From an optimization exercise on the open Yosys and OpenROAD flow, aimed at small area; shortcuts taken in it are not production practice. In this exercise RTL edits were held to simulation tests only and were not proved equivalent to the original. The flow treats the clock pin as an ideal source, which a real chip does not have. Power and IR drop assume default switching activity.

== wip/raven ==
==> flow/design.v <==
module uart_rx #(
    parameter CLK_FREQ      = 50_000_000    ,
    parameter BAUD_RATE     = 9600          ,
    parameter DATA_WIDTH    = 8             ,
    parameter PARITY        = 0             ,
    parameter STOP_BIT      = 1
)(
    input   logic                   clk             ,
    input   logic                   rst             ,
    output  logic [DATA_WIDTH-1:0]  m_axis_tdata    ,
    output  logic                   m_axis_tvalid   ,
    input   logic                   m_axis_tready   ,
    output  logic                   frame_error     ,
    output  logic                   parity_error    ,
    input   logic                   rx_wire
);
    localparam logic [8:0] POS_0   = 9'b011000111;   
    localparam logic [8:0] POS_217 = 9'b000010000;   
    logic       rx_d0, rx_d1, rx_flag;
    logic [8:0] lfsr;
    logic [3:0] tick_cnt;      
    logic [7:0] shreg;
    logic       par;
    wire tick  = lfsr[0] & ~lfsr[1] & ~lfsr[3] & ~lfsr[4] & ~lfsr[5] & ~lfsr[6] & lfsr[7];
    wire pos_v = ~(lfsr[0] | lfsr[1] | lfsr[3] | lfsr[5] | lfsr[6] | lfsr[7] | lfsr[8]);
    wire rx_negedge = rx_d1 & ~rx_d0;
    assign m_axis_tvalid = rx_flag & pos_v & (tick_cnt == 4'd0);    
    assign m_axis_tdata  = shreg;
    assign parity_error  = par;
    assign frame_error   = ~rx_d0;
    always_ff @(posedge clk or posedge rst) begin
        if (rst) begin
            rx_d0    <= 1'b0;
            rx_flag  <= 1'b0;
        end else begin
            rx_d0    <= rx_wire;
            rx_flag  <= rx_negedge | (rx_flag & ~m_axis_tvalid);
        end
    end
    always_ff @(posedge clk) begin
        rx_d1    <= rx_d0;
        tick_cnt <= rx_flag ? tick_cnt + {3'd0, tick} : 4'd5;
        lfsr <= !rx_flag ? POS_0 : tick ? POS_217 : {lfsr[7:0], lfsr[8] ^ lfsr[1]};
        if (tick && tick_cnt[3:1] != 3'b111)
            shreg <= {rx_wire, shreg[7:1]};
        if (tick)
            par <= (tick_cnt == 4'd5) ? 1'b0 : (tick_cnt == 4'd15) ? par : par ^ rx_wire;
    end
endmodule
module uart_tx #(
    parameter CLK_FREQ      = 50_000_000    ,
    parameter BAUD_RATE     = 9600          ,
    parameter DATA_WIDTH    = 8             ,
    parameter PARITY        = 0             ,
    parameter STOP_BIT      = 1
)(
    input   logic                   clk             ,
    input   logic                   rst             ,
    input   logic [DATA_WIDTH-1:0]  s_axis_tdata    ,
    input   logic                   s_axis_tvalid   ,
    output  logic                   s_axis_tready   ,
    output  logic                   tx_wire
);
    logic [8:0] lfsr;
    logic [9:0] shreg;
    logic       par;           
    wire last = ~lfsr[0] & lfsr[1] & lfsr[3] & ~lfsr[4] & ~lfsr[5] & ~lfsr[6] & ~lfsr[7] & ~lfsr[8];
    wire hs   = s_axis_tvalid & s_axis_tready;
    wire tail = (shreg[9:1] == 9'd0);      
    always_ff @(posedge clk or posedge rst) begin
        if (rst)
            s_axis_tready <= 1'b1;
        else if (hs)
            s_axis_tready <= 1'b0;
        else if (last && tail && !shreg[0])
            s_axis_tready <= 1'b1;
    end
    always_ff @(posedge clk) begin
        lfsr <= (s_axis_tready | last) ? 9'd0 : {~lfsr[7:0], ~(lfsr[8] ^ lfsr[1])};
        if (hs)
            shreg <= {1'b1, s_axis_tdata, 1'b0};
        else if (last)
            shreg <= {1'b0, shreg[9:1]};
        par  <= s_axis_tready ? 1'b0 : par ^ (last & shreg[0] & ~tail);
    end
    assign tx_wire = s_axis_tready | (tail ? (~shreg[0] | par) : shreg[0]);
endmodule
module uart #(
    parameter CLK_FREQ      = 50_000_000    ,
    parameter BAUD_RATE     = 115200        ,
    parameter DATA_WIDTH    = 8             ,
    parameter PARITY        = 2             ,    
    parameter STOP_BIT      = 1                  
)(
    input   logic                   clk             ,
    input   logic                   rst             ,
    input   logic [DATA_WIDTH-1:0]  s_axis_tdata    ,
    input   logic                   s_axis_tvalid   ,
    output  logic                   s_axis_tready   ,
    output  logic [DATA_WIDTH-1:0]  m_axis_tdata    ,
    output  logic                   m_axis_tvalid   ,
    input   logic                   m_axis_tready   ,
    output  logic                   frame_error     ,        
    output  logic                   parity_error    ,        
    input   logic                   rx_wire         ,
    output  logic                   tx_wire         
);
    uart_rx #(
        .CLK_FREQ      (CLK_FREQ  ),
        .BAUD_RATE     (BAUD_RATE ),
        .DATA_WIDTH    (DATA_WIDTH),
        .PARITY        (PARITY    ),
        .STOP_BIT      (STOP_BIT  )   
    )u_uart_rx(
        .clk             ,
        .rst             ,
        .m_axis_tdata    ,
        .m_axis_tvalid   ,
        .m_axis_tready   ,
        .frame_error     ,
        .parity_error    ,
        .rx_wire         
    );
    uart_tx #(
        .CLK_FREQ      (CLK_FREQ  ),
        .BAUD_RATE     (BAUD_RATE ),
        .DATA_WIDTH    (DATA_WIDTH),    
        .PARITY        (PARITY    ),
        .STOP_BIT      (STOP_BIT  )   
    )u_uart_tx(
        .clk             ,
        .rst             ,
        .s_axis_tdata    ,
        .s_axis_tvalid   ,
        .s_axis_tready   ,
        .tx_wire         
    );
endmodule
clock: 20.0 ns
lec_check: 0
cap_margin: 20
core_margin: 2
core_utilization: 40
slew_margin: 20
standard.sh (not shown) runs the stock make flow with config.mk's settings and CLKGATE_MAP_FILE= SYNTH_SCRIPT=/design/flow/synth_recipe.tcl, a recipe that flattens the netlist after the stock synthesis.
==> flow/flow/run.sh <==
#!/bin/bash
# Standard layout, with three changes: gates are sized down to their smallest
# variant after floorplan (flow/downsize.tcl), the port buffers are buf_1 cells,
# and the
# clock is distributed by the small tree of flow/cts_tree.tcl instead of
# TritonCTS's H-tree (flow/cts_pre.tcl and flow/cts_post.tcl, hooked around
# the CTS step). Each ORFS step logs to orfs/logs/; make's output goes to
# standard.log.
set -o pipefail
source flow/params.sh
bash standard.sh \
  BUFFER_PORTS_ARGS="-buffer_cell sky130_fd_sc_hd__buf_1" \
  PRE_CTS_TCL="$PWD/flow/cts_pre.tcl" \
  POST_CTS_TCL="$PWD/flow/cts_post.tcl" \
  POST_FLOORPLAN_TCL="$PWD/flow/downsize.tcl" \
  CTS_GROUPS="$CTS_GROUPS" CTS_CELL="$CTS_CELL" CTS_ROOT="$CTS_ROOT" \
  CTS_ARGS="-clk_nets clk -dont_use_dummy_load -buf_list sky130_fd_sc_hd__clkbuf_1" \
  finish > standard.log 2>&1
==> flow/flow/downsize.tcl <==
# After floorplan: Yosys/ABC sizes some gates up for a timing target far
# tighter than this design needs. Give every logic gate the smallest-area
# variant of its own function (same cell name, other drive strength); the
# resizer's repair_design then fixes any slew or capacitance limit this
# breaks. Flip-flops keep their cells.
set db [ord::get_db]
set dont_use {}
foreach p $::env(DONT_USE_CELLS) { lappend dont_use $p }
proc is_dont_use {name} {
  foreach p $::dont_use { if {[string match $p $name]} { return 1 } }
  return 0
}
set swapped 0
foreach inst [[ord::get_db_block] getInsts] {
  set m [$inst getMaster]
  if {[$m getType] ne "CORE"} { continue }
  set name [$m getName]
  if {![regexp {^(sky130_fd_sc_hd__[a-z0-9]+?)_([0-9]+)$} $name -> base size]} { continue }
  if {[regexp {__(s?e?df|dl|clk)} $base]} { continue }
  set best $m
  set best_area [expr {[$m getWidth] * [$m getHeight]}]
  foreach s {0 1 2} {
    set c [$db findMaster ${base}_$s]
    if {$c eq "NULL" || [is_dont_use [$c getName]]} { continue }
    set a [expr {[$c getWidth] * [$c getHeight]}]
    if {$a < $best_area} {
      set best $c
      set best_area $a
    }
  }
  if {$best ne $m} {
    puts "downsize: [$inst getName] $name -> [$best getName]"
    $inst swapMaster $best
    incr swapped
  }
}
puts "downsize: $swapped cells"
Other scripts of this flow, unchanged in this note and not shown: flow/flow/cts_post.tcl, flow/flow/cts_pre.tcl, flow/flow/cts_tree.tcl, flow/flow/params.sh
For wip/raven, the flow was terminated by a tool error in 2_1_floorplan and produced no final design.
## Diff of input files: wip/willow against wip/raven
diff --git a/flow/flow/run.sh b/flow/flow/run.sh
--- a/flow/flow/run.sh
+++ b/flow/flow/run.sh
@@ -1,3 +1,4 @@
 #!/bin/bash
-# Standard layout, with three changes: gates are sized down to their smallest
+# Standard layout, with three changes: gates are re-mapped for area and sized
+# down to their smallest
 # variant after floorplan (flow/downsize.tcl), the port buffers are buf_1 cells,
diff --git a/flow/flow/downsize.tcl b/flow/flow/downsize.tcl
--- a/flow/flow/downsize.tcl
+++ b/flow/flow/downsize.tcl
@@ -4,8 +4,17 @@
 # resizer's repair_design then fixes any slew or capacitance limit this
-# breaks. Flip-flops keep their cells.
+# breaks. Flip-flops keep their cells. Buffers that ABC added are removed
+# first, and the gates are first re-mapped for area by OpenROAD's restructure
+# (ABC), which leaves the flip-flops alone.
+remove_buffers
+set rs_dir $::env(OBJECTS_DIR)/restructure
+file mkdir $rs_dir
+restructure -liberty_file [lindex $::env(LIB_FILES) 0] -target area \
+  -tielo_port [join $::env(TIELO_CELL_AND_PORT) /] \
+  -tiehi_port [join $::env(TIEHI_CELL_AND_PORT) /] \
+  -work_dir $rs_dir -abc_logfile $::env(LOG_DIR)/2_1_restructure_abc.log
 set db [ord::get_db]
-set dont_use {}
-foreach p $::env(DONT_USE_CELLS) { lappend dont_use $p }
+set ::downsize_dont_use {}
+foreach p $::env(DONT_USE_CELLS) { lappend ::downsize_dont_use $p }
 proc is_dont_use {name} {
-  foreach p $::dont_use { if {[string match $p $name]} { return 1 } }
+  foreach p $::downsize_dont_use { if {[string match $p $name]} { return 1 } }
   return 0
- wip/willow went all the way through synthesis, placement and routing and the layout is clean on timing, DRC and antenna.
- wip/raven → wip/willow: area after synthesis barely changed; fraction of synthesis flops using an asynchronous set or reset pin barely changed.
- Synthesized cell count delta (wip/raven -> wip/willow): insignificant
- Between wip/raven and wip/willow, the difference in number of synthesized flops with an enable pin is negligible.
- [compare] base=wip/raven new=wip/willow: parity-gate share of the synthesized area counting xor and xnor cells neither gained nor lost much, compound-gate portion of the synthesized area barely changed, number of nets produced by synthesis was more or less identical.
- Compared with wip/raven, in wip/willow share of synthesized cell area in and, or, nand and nor gates level, starting density of the core level, portion of the post-synthesis area used by sequential elements level, die height level.
Edits applied to the flow inputs when going from wip/willow to wip/zinc:
diff --git a/flow/flow/run.sh b/flow/flow/run.sh
--- a/flow/flow/run.sh
+++ b/flow/flow/run.sh
@@ -1,4 +1,3 @@
 #!/bin/bash
-# Standard layout, with three changes: gates are re-mapped for area and sized
-# down to their smallest
+# Standard layout, with three changes: gates are sized down to their smallest
 # variant after floorplan (flow/downsize.tcl), the port buffers are buf_1 cells,
diff --git a/flow/flow/downsize.tcl b/flow/flow/downsize.tcl
--- a/flow/flow/downsize.tcl
+++ b/flow/flow/downsize.tcl
@@ -4,12 +4,3 @@
 # resizer's repair_design then fixes any slew or capacitance limit this
-# breaks. Flip-flops keep their cells. Buffers that ABC added are removed
-# first, and the gates are first re-mapped for area by OpenROAD's restructure
-# (ABC), which leaves the flip-flops alone.
-remove_buffers
-set rs_dir $::env(OBJECTS_DIR)/restructure
-file mkdir $rs_dir
-restructure -liberty_file [lindex $::env(LIB_FILES) 0] -target area \
-  -tielo_port [join $::env(TIELO_CELL_AND_PORT) /] \
-  -tiehi_port [join $::env(TIEHI_CELL_AND_PORT) /] \
-  -work_dir $rs_dir -abc_logfile $::env(LOG_DIR)/2_1_restructure_abc.log
+# breaks. Flip-flops keep their cells.
 set db [ord::get_db]
==> comparison <==
Combinational power | wip/zinc below wip/willow. On post-layout worst setup margin, wip/willow loses to wip/zinc. Share of power burned in the clock network for wip/zinc is higher than for wip/willow. wip/willow → wip/zinc: aggregate routed wire length has increased, share of power burned in registers has increased, total power has remained practically unchanged. wip/zinc ends up with a sequential share of layout area that is 0.22 points lower than in wip/willow. Higher area after detailed placement goes to wip/zinc over wip/willow.

-- re-timing with driven ports --
No port has a modelled driver above. Below, the same layouts with a new extraction and two added sets of constraints.
Step 1 assumes that a clkbuf_16 drives the clock port and a buf_2 every other input.
Step 2, shift: input delay + t, output delay - t, t = (earliest + latest rising clock arrival at the registers) / 2. This alone moves slack from input paths to output paths.
Slacks: ideal ports / drivers / drivers and shift; pairs: ideal ports / drivers.
| run | t (ns) | setup slack, ns | pins driven straight from the clock port |
|---|---|---|---|
| wip/willow | 0.169 | 14.086 / 14.056 / 14.225 | 1 |
| wip/zinc | 0.171 | 14.365 / 14.335 / 14.507 | 1 |
After both steps every run listed still meets setup and hold.
